This is an optimization exercise on Yosys and OpenROAD, whose aim is small area, a short achievable clock period and few clock cycles, not a production implementation. No run shown here included a check of the RTL's function; only the layout flow was run.

==> design/flow/run.sh <==
#!/bin/bash
# synth_recipe.tcl (not shown) runs the flow's synth.tcl, then flattens the netlist and writes it again
# the make line also repeats each setting of config.mk as NAME=value (left out here)
make -C /OpenROAD-flow-scripts/flow DESIGN_CONFIG=/design/flow/config.mk WORK_HOME=/design/flow/orfs CLKGATE_MAP_FILE= SYNTH_SCRIPT=/design/flow/synth_recipe.tcl finish
==> design/flow/config.mk <==
export PLATFORM = sky130hd
export DESIGN_NAME = sha256_v2
export DESIGN_NICKNAME = sha256_v2
export VERILOG_FILES = /design/flow/design.v
export SDC_FILE = /design/flow/constraint.sdc
export NUM_CORES = 8
export LEC_CHECK = 0
export CAP_MARGIN = 20
export CORE_MARGIN = 2
export CORE_UTILIZATION = 40
export SLEW_MARGIN = 20
==> design/flow/constraint.sdc <==
create_clock -name core_clock -period 20.0 [get_ports {i_clk}]
set_input_delay 4.0000 -clock core_clock [delete_from_list [all_inputs] [get_ports {i_clk}]]
set_output_delay 4.0000 -clock core_clock [all_outputs]
set_load 0.01 [all_outputs]
==> design/flow/design.v <==
module sha256_counter_data_v2 (
    input wire        i_clk,
    input wire        i_rst,
    input wire        clr_data,
    input wire        cnt_data_en,
    output reg [4:0]  counter_data
);
    always @(posedge i_clk or negedge i_rst) begin
        if (!i_rst) begin
            counter_data <= 0;
        end else begin
            if (clr_data) counter_data <= 0;
            else if (cnt_data_en) counter_data <= counter_data + 5'd1;
            else counter_data <= counter_data;
        end
    end
endmodule
module sha256_counter_i_v2 (
    input wire        i_clk,
    input wire        i_rst,
    input wire        clr_i,
    input wire        cnt_i_en,
    output reg [7:0]  i
);
    always @(posedge i_clk or negedge i_rst) begin
        if (!i_rst) begin
            i <= 0;
        end else begin
            if (clr_i) i <= 0;
            else if (cnt_i_en) i <= i + 8'd1;
            else i <= i;
        end
    end
endmodule
module sha256_counter_j_v2 (
    input wire        i_clk,
    input wire        i_rst,
    input wire        clr_j,
    input wire        cnt_j_en,
    output reg [6:0]  j
);
    always @(posedge i_clk or negedge i_rst) begin
        if (!i_rst) begin
            j <= 0;
        end else begin
            if (clr_j) j <= 0;
            else if (cnt_j_en) j <= j + 7'd1;
            else j <= j;
        end
    end
endmodule
module sha256_functions_v2 (
    input  wire [5:0]  j,
    output wire [31:0] k_j
);
    assign k_j   = func_k(j);
    function [31:0] func_k;
        input [5:0] j;
        begin
            case (j)
                6'd0:  func_k = 32'h428a2f98;
                6'd1:  func_k = 32'h71374491;
                6'd2:  func_k = 32'hb5c0fbcf;
                6'd3:  func_k = 32'he9b5dba5;
                6'd4:  func_k = 32'h3956c25b;
                6'd5:  func_k = 32'h59f111f1;
                6'd6:  func_k = 32'h923f82a4;
                6'd7:  func_k = 32'hab1c5ed5;
                6'd8:  func_k = 32'hd807aa98;
                6'd9:  func_k = 32'h12835b01;
                6'd10:  func_k = 32'h243185be;
                6'd11:  func_k = 32'h550c7dc3;
                6'd12:  func_k = 32'h72be5d74;
                6'd13:  func_k = 32'h80deb1fe;
                6'd14:  func_k = 32'h9bdc06a7;
                6'd15:  func_k = 32'hc19bf174;
                6'd16:  func_k = 32'he49b69c1;
                6'd17:  func_k = 32'hefbe4786;
                6'd18:  func_k = 32'h0fc19dc6;
                6'd19:  func_k = 32'h240ca1cc;
                6'd20:  func_k = 32'h2de92c6f;
                6'd21:  func_k = 32'h4a7484aa;
                6'd22:  func_k = 32'h5cb0a9dc;
                6'd23:  func_k = 32'h76f988da;
                6'd24:  func_k = 32'h983e5152;
                6'd25:  func_k = 32'ha831c66d;
                6'd26:  func_k = 32'hb00327c8;
                6'd27:  func_k = 32'hbf597fc7;
                6'd28:  func_k = 32'hc6e00bf3;
                6'd29:  func_k = 32'hd5a79147;
                6'd30:  func_k = 32'h06ca6351;
                6'd31:  func_k = 32'h14292967;
                6'd32:  func_k = 32'h27b70a85;
                6'd33:  func_k = 32'h2e1b2138;
                6'd34:  func_k = 32'h4d2c6dfc;
                6'd35:  func_k = 32'h53380d13;
                6'd36:  func_k = 32'h650a7354;
                6'd37:  func_k = 32'h766a0abb;
                6'd38:  func_k = 32'h81c2c92e;
                6'd39:  func_k = 32'h92722c85;
                6'd40:  func_k = 32'ha2bfe8a1;
                6'd41:  func_k = 32'ha81a664b;
                6'd42:  func_k = 32'hc24b8b70;
                6'd43:  func_k = 32'hc76c51a3;
                6'd44:  func_k = 32'hd192e819;
                6'd45:  func_k = 32'hd6990624;
                6'd46:  func_k = 32'hf40e3585;
                6'd47:  func_k = 32'h106aa070;
                6'd48:  func_k = 32'h19a4c116;
                6'd49:  func_k = 32'h1e376c08;
                6'd50:  func_k = 32'h2748774c;
                6'd51:  func_k = 32'h34b0bcb5;
                6'd52:  func_k = 32'h391c0cb3;
                6'd53:  func_k = 32'h4ed8aa4a;
                6'd54:  func_k = 32'h5b9cca4f;
                6'd55:  func_k = 32'h682e6ff3;
                6'd56:  func_k = 32'h748f82ee;
                6'd57:  func_k = 32'h78a5636f;
                6'd58:  func_k = 32'h84c87814;
                6'd59:  func_k = 32'h8cc70208;
                6'd60:  func_k = 32'h90befffa;
                6'd61:  func_k = 32'ha4506ceb;
                6'd62:  func_k = 32'hbef9a3f7;
                default:func_k = 32'hc67178f2;
            endcase
        end
    endfunction
endmodule
module sha256_padding_v2_top (
    input  wire [31:0] i_word,
    input  wire [3:0]  i_k,
    input  wire        i_wphase,    
    input  wire        i_last,      
    input  wire        i_padblk,    
    input  wire [7:0]  i_N,
    input  wire [8:0]  i_bit_miss,
    output wire [31:0] o_word
);
    wire [3:0]  q = i_bit_miss[8:5];
    wire [4:0]  s = i_bit_miss[4:0];
    wire [3:0]  kb = 4'd15 - q;                  
    wire [16:0] len = {i_N, 9'd0} - {8'd0, i_bit_miss};
    wire at_b   = (i_k == kb);
    wire past_b = (i_k > kb);
    wire at_b1  = (i_k == kb + 4'd1) & (q != 4'd0);   
    wire [31:0] mask_b = {32{1'b1}} << s;
    wire [31:0] one_b  = {31'd0, 1'b1} << (s - 5'd1);
    wire act_l = i_wphase & i_last;
    wire act_p = i_wphase & i_padblk;
    wire [31:0] keep = act_p ? 32'd0 :
                       ~act_l ? {32{1'b1}} :
                       past_b ? 32'd0 :
                       at_b ? mask_b : {32{1'b1}};
    wire pad_at   = act_l & at_b & (s != 5'd0);
    wire pad_31   = (act_l & at_b1 & (s == 5'd0)) |
                    (act_p & (i_k == 4'd0) & (i_bit_miss == 9'd0));
    wire len_here = (i_k == 4'd15) & (act_p | (act_l & ~(i_bit_miss <= 9'd64)));
    assign o_word = (i_word & keep)
                  | (pad_at ? one_b : 32'd0)
                  | {pad_31, 31'd0}
                  | (len_here ? {15'd0, len} : 32'd0);
endmodule
module sha256_scheduler_v2 (
    input  wire [31:0] w0,
    input  wire [31:0] w1,
    input  wire [31:0] w9,
    input  wire [31:0] w14,
    output wire [31:0] w_new
);
    wire [31:0] sg0 = {w1[6:0], w1[31:7]} ^ {w1[17:0], w1[31:18]} ^ (w1 >> 3);
    wire [31:0] sg1 = {w14[16:0], w14[31:17]} ^ {w14[18:0], w14[31:19]} ^ (w14 >> 10);
    assign w_new = sg1 + w9 + sg0 + w0;
endmodule
module sha256_v2(
    input wire i_clk,
    input wire i_rst,
    input wire i_write,
    input wire [7:0] i_N,
    input wire [8:0] i_bit_miss,
    input wire i_read,
    input wire [31:0] i_data,
    output reg [31:0] o_data,
    output reg o_done
);
    localparam [255:0] IV = {32'h6a09e667, 32'hbb67ae85, 32'h3c6ef372, 32'ha54ff53a,
                             32'h510e527f, 32'h9b05688c, 32'h1f83d9ab, 32'h5be0cd19};
    reg        wr_r;         
    reg        rd_r, rd_d2;  
    reg [7:0]  n_r;          
    reg [8:0]  bm_r;         
    reg [6:0]  t;            
    reg        padblk;       
    reg [7:0]  blk;          
    reg        ro_d, ro_en;  
    reg [2:0]  rc;           
    wire first    = (blk == 8'd0) & ~padblk;
    wire last     = (blk == n_r - 8'd1) & ~padblk;
    wire need_pad = (bm_r <= 9'd64);
    wire t_lo     = ~t[6] & ~t[5] & ~t[4];           
    wire rnd_en   = t_lo ? (wr_r | padblk) : ~t[6];   
    wire t64      = t[6];
    wire fin      = t64 & (padblk | (last & ~need_pad));
    wire ring_add = t64 | (t[5] & t[4] & t[3] & t[2] & (t[1] | t[0]));  
    wire iv_ld    = (t == 7'd0) & first & ~wr_r;
    wire rot      = ro_en & rd_d2 & (rc != 3'd7);
    always @(posedge i_clk or negedge i_rst) begin
        if (!i_rst) begin
            wr_r   <= 1'b0;
            t      <= 7'd0;
            padblk <= 1'b0;
            blk    <= 8'd0;
            ro_d   <= 1'b0;
            ro_en  <= 1'b0;
            rc     <= 3'd0;
            o_done <= 1'b0;
        end else begin
            wr_r  <= i_write;
            ro_d  <= fin;
            ro_en <= ro_d | (ro_en & (t == 7'd0));
            o_done <= (t == 7'd63) & ~(last & need_pad);
            if (rot) rc <= rc + 3'd1;
            if (fin) rc <= 3'd0;
            if (rnd_en) t <= t + 7'd1;
            else if (t64) t <= 7'd0;
            if (t64) begin
                if (fin) begin
                    blk    <= 8'd0;
                    padblk <= 1'b0;
                end else if (last) begin
                    padblk <= 1'b1;
                end else begin
                    blk <= blk + 8'd1;
                end
            end
        end
    end
    always @(posedge i_clk) begin
        rd_r  <= i_read;
        rd_d2 <= rd_r;
        n_r   <= i_N;
        bm_r  <= i_bit_miss;
    end
    reg [31:0] W [0:15];
    wire [31:0] wt;       
    wire [31:0] w_new;
    sha256_padding_v2_top u_pad (
        .i_word(W[15]),
        .i_k(t[3:0]),
        .i_wphase(t_lo),
        .i_last(last),
        .i_padblk(padblk),
        .i_N(n_r),
        .i_bit_miss(bm_r),
        .o_word(wt)
    );
    sha256_scheduler_v2 u_sched (
        .w0(W[0]), .w1(W[1]), .w9(W[9]), .w14(W[14]),
        .w_new(w_new)
    );
    wire w15_sched = rnd_en & (t >= 7'd15) & (t <= 7'd62);
    integer i;
    always @(posedge i_clk) begin
        if (rnd_en) begin
            for (i = 0; i < 14; i = i + 1) W[i] <= W[i+1];
            W[14] <= wt;
        end
        W[15] <= w15_sched ? w_new : i_data;
    end
    reg [31:0] a, b, c, d, e, f, g, h;
    reg [31:0] HA1, HA2, HA3, HE0, HE1, HE2, HE3;
    wire [31:0] k_t;
    sha256_functions_v2 u_k (.j(t[5:0]), .k_j(k_t));
    wire [31:0] s0  = {a[1:0], a[31:2]} ^ {a[12:0], a[31:13]} ^ {a[21:0], a[31:22]};
    wire [31:0] s1  = {e[5:0], e[31:6]} ^ {e[10:0], e[31:11]} ^ {e[24:0], e[31:25]};
    wire [31:0] ch  = (e & f) ^ (~e & g);
    wire [31:0] maj = (a & b) ^ (a & c) ^ (b & c);
    wire [31:0] t1  = h + s1 + ch + k_t + wt;
    wire [31:0] t2  = s0 + maj;
    reg [31:0] iva, ive;
    always @(*) begin
        case (t[1:0])
            2'd0: begin iva = IV[255:224]; ive = IV[127:96]; end
            2'd1: begin iva = IV[159:128]; ive = IV[31:0];   end
            2'd2: begin iva = IV[191:160]; ive = IV[63:32];  end
            default: begin iva = IV[223:192]; ive = IV[95:64]; end
        endcase
    end
    wire [31:0] add_a = (first ? iva : HA3) + a;
    wire [31:0] add_e = (first ? ive : HE3) + e;
    always @(posedge i_clk) begin
        if (iv_ld) begin
            a <= IV[255:224]; b <= IV[223:192]; c <= IV[191:160]; d <= IV[159:128];
            e <= IV[127:96];  f <= IV[95:64];   g <= IV[63:32];   h <= IV[31:0];
        end else if (t64) begin
            a <= add_a; b <= o_data; c <= HA1; d <= HA2;
            e <= add_e; f <= HE0; g <= HE1; h <= HE2;
        end else if (rnd_en) begin
            a <= t1 + t2; b <= a; c <= b; d <= c;
            e <= d + t1;  f <= e; g <= f; h <= g;
        end
    end
    always @(posedge i_clk) begin
        if (ring_add) begin
            o_data <= add_a; HA1 <= o_data; HA2 <= HA1; HA3 <= HA2;
            HE0 <= add_e; HE1 <= HE0; HE2 <= HE1; HE3 <= HE2;
        end else if (rot) begin
            o_data <= HA1; HA1 <= HA2; HA2 <= HA3; HA3 <= HE0;
            HE0 <= HE1; HE1 <= HE2; HE2 <= HE3;
        end
    end
endmodule
==> impl_metrics.ini, run 1 <==
[routing]
postRouteAntennaNets = 0
wirelength_um = 197000
drt_pass1_iterations = 8
vias = 44800
route.detailed.drc = 0
drt_first_iter_violations = 4975
wire_per_inst_um = 25.5
routed_via_density = 5.79

[timing]
final-setup-viol-count = 0
maxSlewViolCount = 0
transition_at_the_pin_with_the_smallest_max_transition_slack_ns = 1.39
maxClockFrequency_mhz = 94.1
final.period_utilization_pct = 53.1
finalHoldViolCount = 0
finalClockSkew_ns = 0.0719
period_needed_ns = 10.62
relative_slew_slack_pct = 7.23
tns_ns = 0
grt_setup_unrepaired = false

[die]
dieWidth_um = 388
io_pins = 86
placement_rows = 140
start_util_pct = 40.3
floorplan.die_area_mm2 = 0.150
design.core.area_mm2 = 0.146
die_y_um = 388

[cells_and_area]
num-nets-final = 6182
flow.area_growth_from_synthesis_pct = 10.9
final_layout_size_suffix_gt1_share_pct = 5.71
layout.core_utilization_pct = 44.7

[grt]
grt_first_pass_wirelength_um = 287000
grt-ovfl-total = 0
initial_antenna_violation_count = 4
grt_max_degree = 215
grt_use_total_pct = 25.6
grt_pass1_vias = 41800

[yosys]
count_of_flip_flops_with_a_built_in_enable_after_synthesis = 736
postSynthAreaPerCell_um2 = 10.2
post_synthesis_mux_area_share_pct = 1.11
number_of_warnings_printed_during_yosys_synthesis = 4
syn_area_mm2 = 0.0588
synth_top_family_by_area = compound AO/OA/AOI/OAI gates
synth_compound_area_share_pct = 14.9
netlist-cell-type-count = 91
synthesis.nets = 6237
synth.yosys.seq_area_share_pct = 49.0
async_flop_share_pct = 2.16
dominantRegCellSynth = sky130_fd_sc_hd__edfxtp_1
synth_simple_gate_area_share_pct = 12.8
cells_after_synth = 5773
yosys.area_share.adder_pct = 11.2
flip_flop_and_latch_count_after_synthesis = 1066
synth-xor-area-share_pct = 6.67

[critical_path]
crit_required_ns = 20.65
wp_data_arrival_ns = 11.27
timing.reg2reg.setup_slack_ns = 9.38
crit_path_start_kind = flip-flop
crit_path_top_delay_cell = sky130_fd_sc_hd__ha_1
cpPeakStageDelay_ns = 0.63
critPathMaxFanout = 23
critPathKind = flip-flop to flip-flop
critPathMostFrequentCell = sky130_fd_sc_hd__fa_1
worst_setup_path_end_kind = flip-flop

[clock_tree]
clkSinkCount = 1066
setup_bufs_post_cts = 0
clk_pin_slew_ns = 0.07
clockRootBuffer = sky130_fd_sc_hd__clkbuf_16
cts_tree = yes
cts-resized-gates = 0
cts_htree_levels = 3
cts_max_path_buffers = 3
worstSkewPairLatency_ns = 0.78
cts_made_buffers = 115
post_cts_hold_buffer_count = 0

[status]
outcome = complete, no violations

[placed_design]
gpl.final_weighted_congestion = 0.969
count_of_buffers_inserted_at_the_top_level_ports = 85
post-dp-hpwl_um = 142000

[run]
max-cap-violations = 0

[worst_hold_path]
min_delay_path_class = flip-flop to flip-flop
cell usage after synthesis, types with 20 or more instances:
cell	instances	area share [%]
sky130_fd_sc_hd__a211oi_1	41	0.52
sky130_fd_sc_hd__a21o_1	128	1.6
sky130_fd_sc_hd__a21oi_1	330	2.8
sky130_fd_sc_hd__a221oi_1	31	0.46
sky130_fd_sc_hd__a22oi_1	214	2.7
sky130_fd_sc_hd__a31oi_1	38	0.40
sky130_fd_sc_hd__and2_1	20	0.21
sky130_fd_sc_hd__and3_1	21	0.22
sky130_fd_sc_hd__buf_1	37	0.24
sky130_fd_sc_hd__clkbuf_1	290	1.9
sky130_fd_sc_hd__dfrtp_1	23	0.98
sky130_fd_sc_hd__dfxtp_1	307	10
sky130_fd_sc_hd__edfxtp_1	736	38
sky130_fd_sc_hd__fa_1	189	6.4
sky130_fd_sc_hd__ha_1	222	4.7
sky130_fd_sc_hd__inv_1	337	2.2
sky130_fd_sc_hd__mux2_2	34	0.65
sky130_fd_sc_hd__nand2_1	1121	7.2
sky130_fd_sc_hd__nand2b_1	44	0.47
sky130_fd_sc_hd__nand3_1	159	1.4
sky130_fd_sc_hd__nand4_1	26	0.28
sky130_fd_sc_hd__nor2_1	229	1.5
sky130_fd_sc_hd__nor2b_1	21	0.22
sky130_fd_sc_hd__nor3_1	62	0.53
sky130_fd_sc_hd__o211ai_1	56	0.71
sky130_fd_sc_hd__o21a_1	31	0.40
sky130_fd_sc_hd__o21ai_0	277	2.4
sky130_fd_sc_hd__o21bai_1	28	0.36
sky130_fd_sc_hd__o31ai_1	27	0.34
sky130_fd_sc_hd__xnor2_1	273	4.1
sky130_fd_sc_hd__xor2_1	170	2.5
final timing paths:
kind / depth (start not counted) / end / from
worst min register to register: 0 / rd_d2 / rd_r
min in group asynchronous: 2 / blk[2] / i_rst
max in group asynchronous: 2 / t[6] / i_rst
worst min-delay path: 0 / rd_d2 / rd_r
worst max register to register: 34 / a[30] / t[0]
worst max-delay path: 34 / a[30] / t[0]
routing by layer:
layer  global-route usage [%]  up-vias  routed length [µm]
met5                        0        -                  13
met3                     4.35      295               15200
met1                     37.5    22400               88800
met2                     38.9     1958               87600
met4                     7.31        2                5860
li1                         -    20200                   -
cells by family after synthesis:
group	Yosys count
flip-flops	1066
multiplexers	56
buffers and inverters	674
AND/OR/NAND/NOR	1772
XOR/XNOR	445
adder cells (fa/ha/maj)	413
AO/OA/AOI/OAI	1347
flip-flops by register name, summed over array words and instances, names as in the netlist, 3 cells and up:
register  count
HA1          32
HA2          32
HA3          32
HE0          32
HE1          32
HE2          32
HE3          32
W           512
a            32
b            32
blk           8
bm_r          9
c            32
d            32
e            32
f            32
g            32
h            32
n_r           8
o_data       32
rc            3
t             7
cell usage in the layout (no fill, tap or decap), drive strengths merged, types with 170 or more instances in the layout:
master / synthesis / routed
fa: 189 / 189
xor2: 170 / 170
nor2: 229 / 229
nand2: 1121 / 1121
a22oi: 214 / 214
o21ai: 283 / 283
ha: 222 / 222
edfxtp: 736 / 736
dfxtp: 307 / 307
inv: 337 / 342
xnor2: 273 / 273
a21oi: 331 / 331
layout make-up:
class / instances / area, µm²
inverter: 340 / 1290
timing repair buffer: 162 / 1480
fill: 13700 / 80700
clock inverter: 72 / 663
antenna: 1 / 2.50
sequential: 1066 / 28800
tap: 1917 / 2400
multi-input combinational: 4033 / 27500
clock buffer: 146 / 3050
stage by stage:
stage	setup WS (ns)	instances	instance area, µm²	hold slack, ns
5_1_grt	8.93	7736	65200	0.355
6_report	9.38	7737	65200	0.338
4_1_cts	9.53	7732	65200	0.337
3_3_place_gp	9.86	7514	61500	0.317
2_1_floorplan	4.16	5773	58800	0.310
3_5_place_dp	9.61	7514	61500	0.315
worst max-delay path: cells and delay by family, from the launching register on:
| kind | cells | cell delay, ns |
|---|---|---|
| adder cells (fa/ha/maj) | 8 | 3.72 |
| buffers and inverters | 5 | 1.08 |
| flip-flops | 1 | 0.34 |
| AND/OR/NAND/NOR | 8 | 2.00 |
| AO/OA/AOI/OAI | 12 | 3.04 |
| XOR/XNOR | 1 | 0.32 |
==> run 2: changes to the inputs <==
--- a/design/flow/design.v
+++ b/design/flow/design.v
@@ -194,7 +194,8 @@
     reg        ro_d, ro_en;  
     reg [2:0]  rc;           
     wire first    = (blk == 8'd0) & ~padblk;
-    wire last     = (blk == n_r - 8'd1) & ~padblk;
+    reg        last_r;       
+    wire last     = last_r & ~padblk;
     wire need_pad = (bm_r <= 9'd64);
     wire t_lo     = ~t[6] & ~t[5] & ~t[4];           
     wire rnd_en   = t_lo ? (wr_r | padblk) : ~t[6];   
@@ -203,6 +204,7 @@
     wire ring_add = t64 | (t[5] & t[4] & t[3] & t[2] & (t[1] | t[0]));  
     wire iv_ld    = (t == 7'd0) & first & ~wr_r;
     wire rot      = ro_en & rd_d2 & (rc != 3'd7);
+    wire [7:0] blk_nx = ~t64 ? blk : (fin ? 8'd0 : (last ? blk : blk + 8'd1));
     always @(posedge i_clk or negedge i_rst) begin
         if (!i_rst) begin
             wr_r   <= 1'b0;
@@ -213,8 +215,10 @@
             ro_en  <= 1'b0;
             rc     <= 3'd0;
             o_done <= 1'b0;
+            last_r <= 1'b0;
         end else begin
             wr_r  <= i_write;
+            last_r <= (i_N == blk_nx + 8'd1);
             ro_d  <= fin;
             ro_en <= ro_d | (ro_en & (t == 7'd0));
             o_done <= (t == 7'd63) & ~(last & need_pad);
--- a/design/flow/config.mk
+++ b/design/flow/config.mk
@@ -5,6 +5,7 @@
 export SDC_FILE = /design/flow/constraint.sdc
 export NUM_CORES = 8
 export LEC_CHECK = 0
+export ABC_CLOCK_PERIOD_IN_PS = 4000
 export CAP_MARGIN = 20
 export CORE_MARGIN = 2
 export CORE_UTILIZATION = 40
==> run 2 against run 1 <==
Non-clock buffer count shrank 9. Fmax grew 5.5%. Die area grew 0.88%. Synthesized cell count grew 1.2%. Still clean on timing, DRC and antenna. Design area grew 1.0%. Largest cell class unchanged.
==> impl_metrics.ini, run 2 <==
[routing]
vias = 44000
postRouteAntennaNets = 0
route.detailed.drc = 0
drt_pass1_iterations = 6
routed_via_density = 5.64
wire_per_inst_um = 24.6
wirelength_um = 192000
drt_first_iter_violations = 4773

[yosys]
number_of_warnings_printed_during_yosys_synthesis = 4
synth.yosys.seq_area_share_pct = 48.6
synth.cells.most_frequent = sky130_fd_sc_hd__nand2_1 (1104), sky130_fd_sc_hd__edfxtp_1 (736), sky130_fd_sc_hd__inv_1 (388), sky130_fd_sc_hd__a21oi_1 (351), sky130_fd_sc_hd__dfxtp_1 (307)
ys_top_cells_by_area = sky130_fd_sc_hd__edfxtp_1 (37%), sky130_fd_sc_hd__dfxtp_1 (10%), sky130_fd_sc_hd__nand2_1 (7.0%), sky130_fd_sc_hd__fa_1 (6.4%), sky130_fd_sc_hd__ha_1 (4.7%)
synth.top_cell.area_share_pct = 37.2
netlist-cell-type-count = 100
synthesis.nets = 6310
yosysTopAreaCell = sky130_fd_sc_hd__edfxtp_1
dominantRegCellSynth = sky130_fd_sc_hd__edfxtp_1
count_of_flip_flops_with_a_built_in_enable_after_synthesis = 736
syn_area_mm2 = 0.0594
async_flop_share_pct = 2.25
cells_after_synth = 5845
flip_flop_and_latch_count_after_synthesis = 1067
postSynthAreaPerCell_um2 = 10.2
yosysMostFrequentCell = sky130_fd_sc_hd__nand2_1

[die]
placement_rows = 141
dieWidth_um = 389
die_y_um = 389
floorplan.die_area_mm2 = 0.151
io_pins = 86
start_util_pct = 40.2
design.core.area_mm2 = 0.147

[clock_tree]
clockRootBuffer = sky130_fd_sc_hd__clkbuf_16
post_cts_hold_buffer_count = 0
cts_tree = yes
cts_htree_levels = 3
cts-resized-gates = 0
worstSkewPairLatency_ns = 0.77
clk_pin_slew_ns = 0.06
cts_made_buffers = 116
cts_max_path_buffers = 3
clkSinkCount = 1067
setup_bufs_post_cts = 0

[grt]
grt-ovfl-total = 0
initial_antenna_violation_count = 1
grt_max_degree = 168
grt_use_total_pct = 25.0
grt_first_pass_wirelength_um = 283000
grt_pass1_vias = 42200

[timing]
final.period_utilization_pct = 50.3
grt_setup_unrepaired = false
final-setup-viol-count = 0
tns_ns = 0
finalClockSkew_ns = 0.0726
relative_slew_slack_pct = 23.3
maxClockFrequency_mhz = 99.3
maxSlewViolCount = 0
transition_at_the_pin_with_the_smallest_max_transition_slack_ns = 1.14
finalHoldViolCount = 0
period_needed_ns = 10.07

[critical_path]
critPathKind = flip-flop to flip-flop
cpPeakStageDelay_ns = 0.87
worst_setup_path_end_kind = flip-flop
crit_path_start_kind = flip-flop
critPathMostFrequentCell = sky130_fd_sc_hd__fa_1
critical-path-top-delay-family = adder cells
wp_data_arrival_ns = 10.68
critPathMaxFanout = 25
crit_path_top_delay_cell = sky130_fd_sc_hd__ha_1
crit_required_ns = 20.61
worstPathBufferInverterCount = 4

[cells_and_area]
largest_register = W
layout.core_utilization_pct = 44.7
final_common_cell = sky130_fd_sc_hd__nand2_1
max_reg_flops = 512
final_cell_mix = sky130_fd_sc_hd__nand2_1 (1102), sky130_fd_sc_hd__edfxtp_1 (736), sky130_fd_sc_hd__inv_1 (388)
final_layout_size_suffix_gt1_share_pct = 6.19
antenna_cells_inserted = 0
num-nets-final = 6247
flow.area_growth_from_synthesis_pct = 11.0

[worst_hold_path]
min_delay_path_class = flip-flop to flip-flop

[placed_design]
post-dp-hpwl_um = 138000
count_of_buffers_inserted_at_the_top_level_ports = 85
gpl.final_weighted_congestion = 0.953

[status]
outcome = complete, no violations

[run]
max-cap-violations = 0
-- run 2: cell count changes after synthesis, moves of 11 or more --
cell | previous run | this run
sky130_fd_sc_hd__o211ai_1 | 56 | 34
sky130_fd_sc_hd__nor2b_1 | 21 | 33
sky130_fd_sc_hd__o21ai_1 | 6 | 29
sky130_fd_sc_hd__nand2b_1 | 44 | 55
sky130_fd_sc_hd__a21oi_1 | 330 | 351
sky130_fd_sc_hd__o31ai_1 | 27 | 12
sky130_fd_sc_hd__nand2_1 | 1121 | 1104
sky130_fd_sc_hd__xor2_1 | 170 | 185
sky130_fd_sc_hd__o22ai_1 | 9 | 20
sky130_fd_sc_hd__inv_1 | 337 | 388
sky130_fd_sc_hd__o21ai_0 | 277 | 254
-- run 2: layer usage --
metal / global-route usage [%] / vias to the layer above / routed length, µm / share of wire, %
met2: 39.5 / 1743 / 87300 / 45
met1: 34.6 / 21600 / 83700 / 43
met5: 0 / - / 0 / 0
met3: 3.33 / 347 / 12700 / 6.6
met4: 10.2 / 0 / 8650 / 4.5
li1: - / 20300 / - / -
-- run 2: worst register-to-register path: cells and delay by family (launching register included) --
| family | cells | cell delay, ns |
|---|---|---|
| xor+xnor | 2 | 0.57 |
| buf+inv | 4 | 0.81 |
| compound gates | 14 | 3.64 |
| simple gates | 5 | 0.81 |
| fa+ha+maj | 8 | 3.78 |
| flops | 1 | 0.33 |
-- run 2: area by class of cell --
class | count | area (µm²)
Clock buffer | 147 | 3170
Sequential cell | 1067 | 28900
Timing Repair Buffer | 153 | 1390
Inverter | 393 | 1490
Fill cell | 14000 | 81600
Multi-Input combinational cell | 4051 | 27800
Clock inverter | 73 | 767
Tap cell | 1930 | 2410
-- run 2: final timing paths --
kind / from / endpoint / slack, ns / depth (start not counted)
min in group asynchronous: i_rst / wr_r / 3.60 / 2
worst min-delay path: rd_r / rd_d2 / 0.33 / 0
worst max register to register: t[0] / a[31] / 9.93 / 33
worst min register to register: rd_r / rd_d2 / 0.33 / 0
max in group asynchronous: i_rst / t[6] / 16.07 / 2
worst max-delay path: t[0] / a[31] / 9.93 / 33
-- run 2: logic make-up (layout without fill, tap and decap cells) --
logic type      Yosys count  in the layout  share of synthesized area [%]
buf+inv                 727            766                           4.65
mux                      67             67                           1.36
simple gates           1766           1766                           12.7
compound gates         1342           1342                           14.7
flops                  1067           1067                           48.6
xor+xnor                462            462                           6.86
fa+ha+maj               414            414                           11.1
-- run 2: per-stage QoR --
step / worst slack (ns) / instance area [µm²] / std cells / hold WS, ns
CTS: 9.99 / 65900 / 7814 / 0.333
detailed placement: 10.15 / 61900 / 7594 / 0.313
floorplan: 4.43 / 59400 / 5845 / 0.310
finish: 9.93 / 65900 / 7814 / 0.331
global route: 9.28 / 65900 / 7814 / 0.346
global placement: 10.29 / 61900 / 7594 / 0.319
==> run 3: changes to the inputs <==
--- a/design/flow/design.v
+++ b/design/flow/design.v
@@ -128,37 +128,21 @@
 endmodule
 module sha256_padding_v2_top (
     input  wire [31:0] i_word,
-    input  wire [3:0]  i_k,
-    input  wire        i_wphase,    
-    input  wire        i_last,      
-    input  wire        i_padblk,    
-    input  wire [7:0]  i_N,
-    input  wire [8:0]  i_bit_miss,
+    input  wire [4:0]  i_bit_miss,    
+    input  wire [16:0] i_len,
+    input  wire        i_full,
+    input  wire        i_bnd,
+    input  wire        i_p31,
+    input  wire        i_len_here,
     output wire [31:0] o_word
 );
-    wire [3:0]  q = i_bit_miss[8:5];
-    wire [4:0]  s = i_bit_miss[4:0];
-    wire [3:0]  kb = 4'd15 - q;                  
-    wire [16:0] len = {i_N, 9'd0} - {8'd0, i_bit_miss};
-    wire at_b   = (i_k == kb);
-    wire past_b = (i_k > kb);
-    wire at_b1  = (i_k == kb + 4'd1) & (q != 4'd0);   
-    wire [31:0] mask_b = {32{1'b1}} << s;
-    wire [31:0] one_b  = {31'd0, 1'b1} << (s - 5'd1);
-    wire act_l = i_wphase & i_last;
-    wire act_p = i_wphase & i_padblk;
-    wire [31:0] keep = act_p ? 32'd0 :
-                       ~act_l ? {32{1'b1}} :
-                       past_b ? 32'd0 :
-                       at_b ? mask_b : {32{1'b1}};
-    wire pad_at   = act_l & at_b & (s != 5'd0);
-    wire pad_31   = (act_l & at_b1 & (s == 5'd0)) |
-                    (act_p & (i_k == 4'd0) & (i_bit_miss == 9'd0));
-    wire len_here = (i_k == 4'd15) & (act_p | (act_l & ~(i_bit_miss <= 9'd64)));
+    wire [31:0] mask_b = {32{1'b1}} << i_bit_miss;
+    wire [31:0] pad_b  = (mask_b >> 1) & ~mask_b;         
+    wire [31:0] keep   = {32{i_full}} | ({32{i_bnd}} & mask_b);
     assign o_word = (i_word & keep)
-                  | (pad_at ? one_b : 32'd0)
-                  | {pad_31, 31'd0}
-                  | (len_here ? {15'd0, len} : 32'd0);
+                  | ({32{i_bnd}} & pad_b)
+                  | {i_p31, 31'd0}
+                  | ({32{i_len_here}} & {15'd0, i_len});
 endmodule
 module sha256_scheduler_v2 (
     input  wire [31:0] w0,
@@ -169,7 +153,11 @@
 );
     wire [31:0] sg0 = {w1[6:0], w1[31:7]} ^ {w1[17:0], w1[31:18]} ^ (w1 >> 3);
     wire [31:0] sg1 = {w14[16:0], w14[31:17]} ^ {w14[18:0], w14[31:19]} ^ (w14 >> 10);
-    assign w_new = sg1 + w9 + sg0 + w0;
+    wire [31:0] y1s = w0 ^ w9 ^ sg0;
+    wire [31:0] y1c = {(w0[30:0] & w9[30:0]) | (w0[30:0] & sg0[30:0]) | (w9[30:0] & sg0[30:0]), 1'b0};
+    wire [31:0] y2s = y1s ^ y1c ^ sg1;
+    wire [31:0] y2c = {(y1s[30:0] & y1c[30:0]) | (y1s[30:0] & sg1[30:0]) | (y1c[30:0] & sg1[30:0]), 1'b0};
+    assign w_new = y2s + y2c;
 endmodule
 module sha256_v2(
     input wire i_clk,
@@ -188,13 +176,18 @@
     reg        rd_r, rd_d2;  
     reg [7:0]  n_r;          
     reg [8:0]  bm_r;         
+    reg [16:0] len_r;        
     reg [6:0]  t;            
     reg        padblk;       
     reg [7:0]  blk;          
+    reg        last_r;       
     reg        ro_d, ro_en;  
     reg [2:0]  rc;           
+    reg        c_full;       
+    reg        c_bnd;        
+    reg        c_p31;        
+    reg        c_len;        
     wire first    = (blk == 8'd0) & ~padblk;
-    reg        last_r;       
     wire last     = last_r & ~padblk;
     wire need_pad = (bm_r <= 9'd64);
     wire t_lo     = ~t[6] & ~t[5] & ~t[4];           
@@ -204,38 +197,48 @@
     wire ring_add = t64 | (t[5] & t[4] & t[3] & t[2] & (t[1] | t[0]));  
     wire iv_ld    = (t == 7'd0) & first & ~wr_r;
     wire rot      = ro_en & rd_d2 & (rc != 3'd7);
-    wire [7:0] blk_nx = ~t64 ? blk : (fin ? 8'd0 : (last ? blk : blk + 8'd1));
+    wire [6:0] t_nx      = rnd_en ? t + 7'd1 : (t64 ? 7'd0 : t);
+    wire       padblk_nx = t64 ? (~fin & (last | padblk)) : padblk;
+    wire [7:0] blk_nx    = ~t64 ? blk : (fin ? 8'd0 : (last ? blk : blk + 8'd1));
+    wire       last_nx   = (i_N == blk_nx + 8'd1);
+    wire [3:0] k_nx   = t_nx[3:0];
+    wire       lo_nx  = ~t_nx[6] & ~t_nx[5] & ~t_nx[4];
+    wire       actl_nx = lo_nx & last_nx & ~padblk_nx;
+    wire       actp_nx = lo_nx & padblk_nx;
+    wire [3:0] q_in   = i_bit_miss[8:5];
+    wire [4:0] s_in   = i_bit_miss[4:0];
+    wire [3:0] kb_in  = ~q_in;                       
     always @(posedge i_clk or negedge i_rst) begin
         if (!i_rst) begin
             wr_r   <= 1'b0;
             t      <= 7'd0;
             padblk <= 1'b0;
             blk    <= 8'd0;
+            last_r <= 1'b0;
             ro_d   <= 1'b0;
             ro_en  <= 1'b0;
             rc     <= 3'd0;
             o_done <= 1'b0;
-            last_r <= 1'b0;
+            c_full <= 1'b1;
+            c_bnd  <= 1'b0;
+            c_p31  <= 1'b0;
+            c_len  <= 1'b0;
         end else begin
-            wr_r  <= i_write;
-            last_r <= (i_N == blk_nx + 8'd1);
-            ro_d  <= fin;
-            ro_en <= ro_d | (ro_en & (t == 7'd0));
+            wr_r   <= i_write;
+            t      <= t_nx;
+            padblk <= padblk_nx;
+            blk    <= blk_nx;
+            last_r <= last_nx;
+            ro_d   <= fin;
+            ro_en  <= ro_d | (ro_en & (t == 7'd0));
             o_done <= (t == 7'd63) & ~(last & need_pad);
-            if (rot) rc <= rc + 3'd1;
             if (fin) rc <= 3'd0;
-            if (rnd_en) t <= t + 7'd1;
-            else if (t64) t <= 7'd0;
-            if (t64) begin
-                if (fin) begin
-                    blk    <= 8'd0;
-                    padblk <= 1'b0;
-                end else if (last) begin
-                    padblk <= 1'b1;
-                end else begin
-                    blk <= blk + 8'd1;
-                end
-            end
+            else if (rot) rc <= rc + 3'd1;
+            c_full <= ~actp_nx & (~actl_nx | (k_nx < kb_in));
+            c_bnd  <= actl_nx & (k_nx == kb_in);
+            c_p31  <= (actl_nx & (k_nx == kb_in + 4'd1) & (q_in != 4'd0) & (s_in == 5'd0)) |
+                      (actp_nx & (k_nx == 4'd0) & (i_bit_miss == 9'd0));
+            c_len  <= (k_nx == 4'd15) & (actp_nx | (actl_nx & (i_bit_miss > 9'd64)));
         end
     end
     always @(posedge i_clk) begin
@@ -243,18 +246,19 @@
         rd_d2 <= rd_r;
         n_r   <= i_N;
         bm_r  <= i_bit_miss;
+        len_r <= {n_r, 9'd0} - {8'd0, bm_r};
     end
     reg [31:0] W [0:15];
     wire [31:0] wt;       
     wire [31:0] w_new;
     sha256_padding_v2_top u_pad (
         .i_word(W[15]),
-        .i_k(t[3:0]),
-        .i_wphase(t_lo),
-        .i_last(last),
-        .i_padblk(padblk),
-        .i_N(n_r),
-        .i_bit_miss(bm_r),
+        .i_bit_miss(bm_r[4:0]),
+        .i_len(len_r),
+        .i_full(c_full),
+        .i_bnd(c_bnd),
+        .i_p31(c_p31),
+        .i_len_here(c_len),
         .o_word(wt)
     );
     sha256_scheduler_v2 u_sched (
@@ -277,9 +281,21 @@
     wire [31:0] s0  = {a[1:0], a[31:2]} ^ {a[12:0], a[31:13]} ^ {a[21:0], a[31:22]};
     wire [31:0] s1  = {e[5:0], e[31:6]} ^ {e[10:0], e[31:11]} ^ {e[24:0], e[31:25]};
     wire [31:0] ch  = (e & f) ^ (~e & g);
-    wire [31:0] maj = (a & b) ^ (a & c) ^ (b & c);
-    wire [31:0] t1  = h + s1 + ch + k_t + wt;
-    wire [31:0] t2  = s0 + maj;
+    wire [31:0] maj = (a & b) | (a & c) | (b & c);
+    wire [31:0] x1s = h ^ ch ^ wt;
+    wire [31:0] x1c = {(h[30:0] & ch[30:0]) | (h[30:0] & wt[30:0]) | (ch[30:0] & wt[30:0]), 1'b0};
+    wire [31:0] x2s = x1s ^ x1c ^ k_t;
+    wire [31:0] x2c = {(x1s[30:0] & x1c[30:0]) | (x1s[30:0] & k_t[30:0]) | (x1c[30:0] & k_t[30:0]), 1'b0};
+    wire [31:0] x3s = x2s ^ x2c ^ s1;
+    wire [31:0] x3c = {(x2s[30:0] & x2c[30:0]) | (x2s[30:0] & s1[30:0]) | (x2c[30:0] & s1[30:0]), 1'b0};
+    wire [31:0] xes = x3s ^ x3c ^ d;
+    wire [31:0] xec = {(x3s[30:0] & x3c[30:0]) | (x3s[30:0] & d[30:0]) | (x3c[30:0] & d[30:0]), 1'b0};
+    wire [31:0] x4s = x3s ^ x3c ^ s0;
+    wire [31:0] x4c = {(x3s[30:0] & x3c[30:0]) | (x3s[30:0] & s0[30:0]) | (x3c[30:0] & s0[30:0]), 1'b0};
+    wire [31:0] x5s = x4s ^ x4c ^ maj;
+    wire [31:0] x5c = {(x4s[30:0] & x4c[30:0]) | (x4s[30:0] & maj[30:0]) | (x4c[30:0] & maj[30:0]), 1'b0};
+    wire [31:0] a_new = x5s + x5c;
+    wire [31:0] e_new = xes + xec;
     reg [31:0] iva, ive;
     always @(*) begin
         case (t[1:0])
@@ -299,8 +315,8 @@
             a <= add_a; b <= o_data; c <= HA1; d <= HA2;
             e <= add_e; f <= HE0; g <= HE1; h <= HE2;
         end else if (rnd_en) begin
-            a <= t1 + t2; b <= a; c <= b; d <= c;
-            e <= d + t1;  f <= e; g <= f; h <= g;
+            a <= a_new; b <= a; c <= b; d <= c;
+            e <= e_new; f <= e; g <= f; h <= g;
         end
     end
     always @(posedge i_clk) begin
--- a/design/flow/config.mk
+++ b/design/flow/config.mk
@@ -5,7 +5,6 @@
 export SDC_FILE = /design/flow/constraint.sdc
 export NUM_CORES = 8
 export LEC_CHECK = 0
-export ABC_CLOCK_PERIOD_IN_PS = 4000
 export CAP_MARGIN = 20
 export CORE_MARGIN = 2
 export CORE_UTILIZATION = 40
==> run 3 against run 2 <==
Still clean. Clock skew grew 0.013 ns. Register-to-register slack better by 1.0 ns. Utilization is 0.28 points higher. Synthesized cell count down 3.7%. Highest routed layer is now met5.
==> impl_metrics.ini, run 3 <==
[clock_tree]
clkSinkCount = 1088
cts_tree = yes
clockRootBuffer = sky130_fd_sc_hd__clkbuf_16
worstSkewPairLatency_ns = 0.79
cts_htree_levels = 3
clk_pin_slew_ns = 0.07
cts_max_path_buffers = 3
cts_made_buffers = 117
setup_bufs_post_cts = 0
cts-resized-gates = 0
post_cts_hold_buffer_count = 0

[yosys]
cells_after_synth = 5630
netlist-cell-type-count = 86
dominantRegCellSynth = sky130_fd_sc_hd__edfxtp_1
synth.top_cell.area_share_pct = 37.5
synthesis.nets = 6124
syn_area_mm2 = 0.0590
synth.yosys.seq_area_share_pct = 49.7
yosysTopAreaCell = sky130_fd_sc_hd__edfxtp_1
synth.cells.most_frequent = sky130_fd_sc_hd__nand2_1 (1113), sky130_fd_sc_hd__edfxtp_1 (736), sky130_fd_sc_hd__a21oi_1 (325), sky130_fd_sc_hd__dfxtp_1 (324), sky130_fd_sc_hd__xnor2_1 (295)
ys_top_cells_by_area = sky130_fd_sc_hd__edfxtp_1 (37%), sky130_fd_sc_hd__dfxtp_1 (11%), sky130_fd_sc_hd__fa_1 (8.4%), sky130_fd_sc_hd__nand2_1 (7.1%), sky130_fd_sc_hd__xnor2_1 (4.4%)
async_flop_share_pct = 2.57
yosysMostFrequentCell = sky130_fd_sc_hd__nand2_1
number_of_warnings_printed_during_yosys_synthesis = 4
flip_flop_and_latch_count_after_synthesis = 1088
postSynthAreaPerCell_um2 = 10.5
count_of_flip_flops_with_a_built_in_enable_after_synthesis = 736

[timing]
holdWs_ns = 0.336
transition_at_the_pin_with_the_smallest_max_transition_slack_ns = 1.26
finalClockSkew_ns = 0.0853
maxSlewViolCount = 0
grt_setup_unrepaired = false
final.period_utilization_pct = 45.2
final-setup-viol-count = 0
period_needed_ns = 9.05
tns_ns = 0
relative_slew_slack_pct = 15.8
maxClockFrequency_mhz = 111
finalHoldViolCount = 0

[die]
design.core.area_mm2 = 0.146
start_util_pct = 40.4
dieWidth_um = 388
io_pins = 86
placement_rows = 140
die_y_um = 388
floorplan.die_area_mm2 = 0.151

[cells_and_area]
max_reg_flops = 512
flow.area_growth_from_synthesis_pct = 11.4
largest_register = W
final_layout_size_suffix_gt1_share_pct = 6.07
final_common_cell = sky130_fd_sc_hd__nand2_1
final_cell_mix = sky130_fd_sc_hd__nand2_1 (1110), sky130_fd_sc_hd__edfxtp_1 (736), sky130_fd_sc_hd__a21oi_1 (325)
num-nets-final = 6076

[routing]
wirelength_um = 192000
wire_per_inst_um = 25.2
drt_first_iter_violations = 4520
postRouteAntennaNets = 0
routed_via_density = 5.70
drt_pass1_iterations = 6
vias = 43300
route.detailed.drc = 0

[grt]
grt_first_pass_wirelength_um = 283000
grt_use_total_pct = 25.2
grt-ovfl-total = 0
grt_pass1_vias = 42000
grt_max_degree = 204
initial_antenna_violation_count = 4

[placed_design]
gpl.final_weighted_congestion = 0.971
count_of_buffers_inserted_at_the_top_level_ports = 85
post-dp-hpwl_um = 139000

[critical_path]
worst_setup_path_end_kind = flip-flop
wp_data_arrival_ns = 9.69
critPathKind = flip-flop to flip-flop
timing.reg2reg.setup_slack_ns = 10.95
critPathMaxFanout = 27
crit_path_start_kind = flip-flop
crit_required_ns = 20.64

[worst_hold_path]
min_delay_path_class = flip-flop to flip-flop

[run]
max-cap-violations = 0

[status]
outcome = complete, no violations
run 3: cell count changes after synthesis, moves of 17 or more:
| cell | previous run | this run |
|---|---|---|
| sky130_fd_sc_hd__a211oi_1 | 38 | 55 |
| sky130_fd_sc_hd__a21o_1 | 134 | 68 |
| sky130_fd_sc_hd__a21oi_1 | 351 | 325 |
| sky130_fd_sc_hd__dfxtp_1 | 307 | 324 |
| sky130_fd_sc_hd__fa_1 | 189 | 247 |
| sky130_fd_sc_hd__ha_1 | 223 | 194 |
| sky130_fd_sc_hd__inv_1 | 388 | 278 |
| sky130_fd_sc_hd__maj3_1 | 2 | 29 |
| sky130_fd_sc_hd__o21a_1 | 40 | 21 |
| sky130_fd_sc_hd__o21ai_1 | 29 | 2 |
| sky130_fd_sc_hd__xnor2_1 | 275 | 295 |
| sky130_fd_sc_hd__xor2_1 | 185 | 126 |
run 3: layer usage:
| metal | vias up | wire length [µm] | global-route usage [%] |
|---|---|---|---|
| met4 | 6 | 10200 | 12.0 |
| met3 | 379 | 14100 | 4.49 |
| met1 | 21500 | 79900 | 33.8 |
| met2 | 1786 | 87500 | 39.4 |
| li1 | 19700 | - | - |
| met5 | - | 34 | 0 |
run 3: area by class of cell:
cell class	count	area [µm²]
well taps	1917	2400
flip-flops and latches	1088	29300
clock buffers	150	3140
clock inverters	72	870
diodes	3	7.51
fillers	13800	80400
inverters	284	1080
multi-input cells	3933	27400
repair buffers	158	1440
run 3: final timing paths:
kind,startpoint,to,cells after the start
hold reg to reg,rd_r,rd_d2,0
hold / removal,rd_r,rd_d2,0
setup reg to reg,t[1],a[30],24
setup / recovery,t[1],a[30],24
min in group asynchronous,i_rst,o_done,1
max in group asynchronous,i_rst,t[6],1
run 3: worst max-delay path: stages, from the launching register on:
cell and delay (ns):
sky130_fd_sc_hd__dfrtp_1 0.33, sky130_fd_sc_hd__buf_4 0.35, sky130_fd_sc_hd__inv_1 0.36, sky130_fd_sc_hd__ha_1 0.68
sky130_fd_sc_hd__and2_1 0.36, sky130_fd_sc_hd__a21oi_1 0.10, sky130_fd_sc_hd__a211oi_1 0.32, sky130_fd_sc_hd__a21oi_1 0.08
sky130_fd_sc_hd__o21ai_0 0.92, sky130_fd_sc_hd__fa_1 0.56, sky130_fd_sc_hd__inv_1 0.08, sky130_fd_sc_hd__fa_1 0.45
sky130_fd_sc_hd__inv_1 0.09, sky130_fd_sc_hd__fa_1 0.43, sky130_fd_sc_hd__fa_1 0.42, sky130_fd_sc_hd__ha_1 0.31
sky130_fd_sc_hd__a211oi_1 0.27, sky130_fd_sc_hd__nor2_1 0.11, sky130_fd_sc_hd__a211oi_1 0.45, sky130_fd_sc_hd__a21oi_1 0.27
sky130_fd_sc_hd__o41ai_1 0.89, sky130_fd_sc_hd__o21ai_0 0.31, sky130_fd_sc_hd__a31oi_1 0.32, sky130_fd_sc_hd__mux2i_1 0.12
sky130_fd_sc_hd__a221o_1 0.29
run 3: cells by family after synthesis:
| kind of cell | after synthesis | share of synthesized area (%) |
|---|---|---|
| xor+xnor | 422 | 6.29 |
| compound gates | 1203 | 13.1 |
| buf+inv | 609 | 3.89 |
| fa+ha+maj | 470 | 13.0 |
| flops | 1088 | 49.7 |
| simple gates | 1780 | 12.9 |
| mux | 58 | 1.18 |
run 3: per-stage QoR:
step                      instance area, µm²  cells  util (%)  worst slack, ns
final                                  65700   7605      45.0            10.95
after global routing                   65700   7602      45.0            10.82
after CTS                              65700   7601      44.9            11.27
after detailed placement               61600   7379      42.2            11.34
after global placement                 61600   7379      42.2            11.50
after floorplan                        59000   5630         -             4.38
==> run 4: changes to the inputs <==
==> design/flow/flow/run.sh (new file) <==
#!/bin/bash
# Layout flow: the standard synthesis, then the standard layout with
# the timing repair told to keep a setup margin, so that it closes the design
# at a shorter period than the 20 ns constraint. Each step's full output goes
# to a log file of its own here.
set -euo pipefail
MARGIN=14.8
bash standard.sh synth > synth.log 2>&1
bash standard.sh SETUP_SLACK_MARGIN=$MARGIN finish > layout.log 2>&1
==> design/flow/standard.sh (new file) <==
#!/bin/bash
# synth_recipe.tcl (not shown) runs the flow's synth.tcl, then flattens the netlist and writes it again
# the make line also repeats each setting of config.mk as NAME=value (left out here)
make -C /OpenROAD-flow-scripts/flow DESIGN_CONFIG=/design/flow/config.mk WORK_HOME=/design/flow/orfs CLKGATE_MAP_FILE= SYNTH_SCRIPT=/design/flow/synth_recipe.tcl "${@:-finish}"
removed: design/flow/run.sh
==> run 4 against run 3 <==
Die area stayed put. Synthesized cell count stayed put. Fmax is 38% higher. Design area is 5.6% higher. Register-to-register slack better by 2.5 ns. Setup slack better by 2.5 ns. Worst hold slack worse by 0.0064 ns. Critical endpoint unchanged. Critical path depth stayed put. Highest routed layer unchanged. Still clean on timing, DRC and antenna.
==> impl_metrics.ini, run 4 <==
[placed_design]
post-dp-hpwl_um = 136000
count_of_buffers_inserted_at_the_top_level_ports = 85
gpl.final_weighted_congestion = 0.949
placement.cell_area_mm2 = 0.0619

[clock_tree]
cts_made_buffers = 117
cts_htree_levels = 3
worstSkewPairLatency_ns = 0.79
clockRootBuffer = sky130_fd_sc_hd__clkbuf_16
post_cts_hold_buffer_count = 0
clk_pin_slew_ns = 0.06
cts_max_path_buffers = 3
cts_tree = yes
clkSinkCount = 1088

[routing]
vias = 44400
wire_per_inst_um = 25.2
wirelength_um = 196000
route.detailed.drc = 0
drt_first_iter_violations = 4253
routed_via_density = 5.73
drt_pass1_iterations = 6
postRouteAntennaNets = 0

[critical_path]
timing.reg2reg.setup_slack_ns = 13.44
crit_path_start_kind = flip-flop
critPathKind = flip-flop to flip-flop
critPathMaxFanout = 6
worst_setup_path_end_kind = flip-flop
wp_data_arrival_ns = 7.21
crit_required_ns = 20.65

[yosys]
flip_flop_and_latch_count_after_synthesis = 1088
netlist-cell-type-count = 86
synth.yosys.seq_area_share_pct = 49.7
cells_after_synth = 5630
synthesis.nets = 6124
yosysMostFrequentCell = sky130_fd_sc_hd__nand2_1
synth.cells.most_frequent = sky130_fd_sc_hd__nand2_1 (1113), sky130_fd_sc_hd__edfxtp_1 (736), sky130_fd_sc_hd__a21oi_1 (325), sky130_fd_sc_hd__dfxtp_1 (324), sky130_fd_sc_hd__xnor2_1 (295)
postSynthAreaPerCell_um2 = 10.5
ys_top_cells_by_area = sky130_fd_sc_hd__edfxtp_1 (37%), sky130_fd_sc_hd__dfxtp_1 (11%), sky130_fd_sc_hd__fa_1 (8.4%), sky130_fd_sc_hd__nand2_1 (7.1%), sky130_fd_sc_hd__xnor2_1 (4.4%)
count_of_flip_flops_with_a_built_in_enable_after_synthesis = 736
number_of_warnings_printed_during_yosys_synthesis = 4
yosysTopAreaCell = sky130_fd_sc_hd__edfxtp_1
syn_area_mm2 = 0.0590
async_flop_share_pct = 2.57
synth.top_cell.area_share_pct = 37.5
dominantRegCellSynth = sky130_fd_sc_hd__edfxtp_1

[grt]
grt-ovfl-total = 0
grt_max_degree = 165
grt_use_total_pct = 25.4
initial_antenna_violation_count = 5
grt_first_pass_wirelength_um = 287000
grt_pass1_vias = 43000

[run]
max-cap-violations = 0

[cells_and_area]
final_layout_size_suffix_gt1_share_pct = 14.9
num-nets-final = 6230
final_common_cell = sky130_fd_sc_hd__nand2_1
final_cell_mix = sky130_fd_sc_hd__nand2_1 (1084), sky130_fd_sc_hd__edfxtp_1 (736), sky130_fd_sc_hd__dfxtp_1 (319)
largest_register = W
flow.area_growth_from_synthesis_pct = 17.6
fillCellCount = 13500
max_reg_flops = 512
final_area_mm2 = 0.0693

[timing]
finalHoldViolCount = 0
transition_at_the_pin_with_the_smallest_max_transition_slack_ns = 1.38
maxClockFrequency_mhz = 153
maxSlewViolCount = 0
final-setup-viol-count = 0
relative_slew_slack_pct = 7.90
final.period_utilization_pct = 32.8
grt_setup_unrepaired = true
period_needed_ns = 6.56
finalClockSkew_ns = 0.0818
tns_ns = 0

[die]
die_y_um = 388
dieWidth_um = 388
io_pins = 86
placement_rows = 140
design.core.area_mm2 = 0.146
floorplan.die_area_mm2 = 0.151
start_util_pct = 40.4

[worst_hold_path]
min_delay_path_class = flip-flop to flip-flop

[status]
outcome = complete, no violations
==> run 4: changes by cell type in the layout (fill, tap and decap cells not counted), sizes merged, moves of 2 or more <==
cell / before / now
buf: 73 / 255
clkdlybuf4s50: 84 / 48
dlymetal6s2s: 0 / 2
bufinv: 13 / 10
clkbuf: 151 / 161
clkinv: 48 / 40
bufbuf: 0 / 4
inv: 286 / 284
==> run 4: cell type report <==
| type | count | area (µm²) | area share (%) |
|---|---|---|---|
| Multi-Input combinational cell | 3933 | 29500 | 42.6 |
| Sequential cell | 1088 | 29300 | 42.3 |
| Clock buffer | 159 | 3320 | 4.78 |
| Timing Repair Buffer | 312 | 2950 | 4.25 |
| Tap cell | 1917 | 2400 | 3.46 |
| Inverter | 284 | 1110 | 1.61 |
| Clock inverter | 58 | 713 | 1.03 |
| Antenna cell | 2 | 5.00 | 0.00722 |
==> run 4: routing by layer <==
layer,GRT usage (%),share of wire [%],vias up
li1,-,-,20000
met1,34.4,42,22300
met2,40.3,46,1751
met3,3.67,6.9,396
met4,11.5,5.0,2
met5,0,0.0087,-
==> run 4: kinds of logic after synthesis <==
group	share of synthesized area (%)
AND/OR/NAND/NOR	12.9
AO/OA/AOI/OAI	13.1
flip-flops	49.7
buffers and inverters	3.89
adder cells (fa/ha/maj)	13.0
XOR/XNOR	6.29
multiplexers	1.18
==> run 4: metrics by stage <==
step / hold slack (ns) / util, % / worst slack (ns) / cells
after floorplan: 0.310 / - / 13.79 / 5630
after global placement: 0.317 / 42.4 / 12.00 / 7366
after detailed placement: 0.325 / 42.4 / 12.07 / 7367
after CTS: 0.334 / 46.4 / 13.50 / 7680
after global routing: 0.353 / 47.5 / 13.26 / 7751
final: 0.330 / 47.5 / 13.44 / 7753
==> run 4: worst paths after layout <==
path / start / end / depth (start not counted)
worst max-delay path: t[1] / a[30] / 24
worst min-delay path: rd_r / rd_d2 / 0
worst max register to register: t[1] / a[30] / 24
worst min register to register: rd_r / rd_d2 / 0
max in group asynchronous: i_rst / blk[0] / 1
min in group asynchronous: i_rst / c_bnd / 1
==> run 4: repair_timing <==
action                                  CTS  global route
pin swaps                                75           127
gates cloned                              4             2
setup buffers                            92            69
endpoints found under the setup margin  226           113
resized for setup                       394           221
==> run 4: worst max-delay path, stage by stage (launching register included) <==
cell,delay (ns)
sky130_fd_sc_hd__dfrtp_4,0.50
sky130_fd_sc_hd__clkinvlp_4,0.20
sky130_fd_sc_hd__ha_4,0.29
sky130_fd_sc_hd__buf_8,0.14
sky130_fd_sc_hd__buf_4,0.14
sky130_fd_sc_hd__nand2b_4,0.17
sky130_fd_sc_hd__nand3_4,0.10
sky130_fd_sc_hd__o21ai_1,0.07
sky130_fd_sc_hd__mux4_2,0.54
sky130_fd_sc_hd__fa_2,0.59
sky130_fd_sc_hd__fa_2,0.48
sky130_fd_sc_hd__fa_1,0.50
sky130_fd_sc_hd__inv_1,0.05
sky130_fd_sc_hd__fa_1,0.48
sky130_fd_sc_hd__ha_4,0.19
sky130_fd_sc_hd__a211oi_2,0.23
sky130_fd_sc_hd__nor2_2,0.08
sky130_fd_sc_hd__buf_4,0.14
sky130_fd_sc_hd__nor3_2,0.22
sky130_fd_sc_hd__a21oi_4,0.08
sky130_fd_sc_hd__o41ai_4,0.42
sky130_fd_sc_hd__o21ai_2,0.14
sky130_fd_sc_hd__a31oi_2,0.25
sky130_fd_sc_hd__mux2i_1,0.10
sky130_fd_sc_hd__a221o_1,0.29

-- static timing again, ports no longer ideal --
The flow's constraints put no driver on any port. The routed layouts listed below were extracted and timed again, unchanged, in two steps.
Step 1 assumes that a clkbuf_16 drives the clock port and a buf_2 every other input.
Step 2 moves the port delays by t, midway between the first and last clock arrival at a register: inputs arrive t later, outputs are due t later. That takes back most of the time a late clock gives input paths.
a / b / c = no drivers / after step 1 / after step 2; a / b = the first two.
run | t, ns | slack for setup (ns) | pins driven straight from the clock port
run 1 | 0.825 | 9.378 / 9.378 / 9.378 | 1
run 2 | 0.816 | 9.932 / 9.932 / 9.932 | 1
run 3 | 0.832 | 10.954 / 10.954 / 10.954 | 1
run 4 | 0.834 | 13.444 / 13.444 / 13.444 | 1
After both steps every run listed still meets setup and hold.
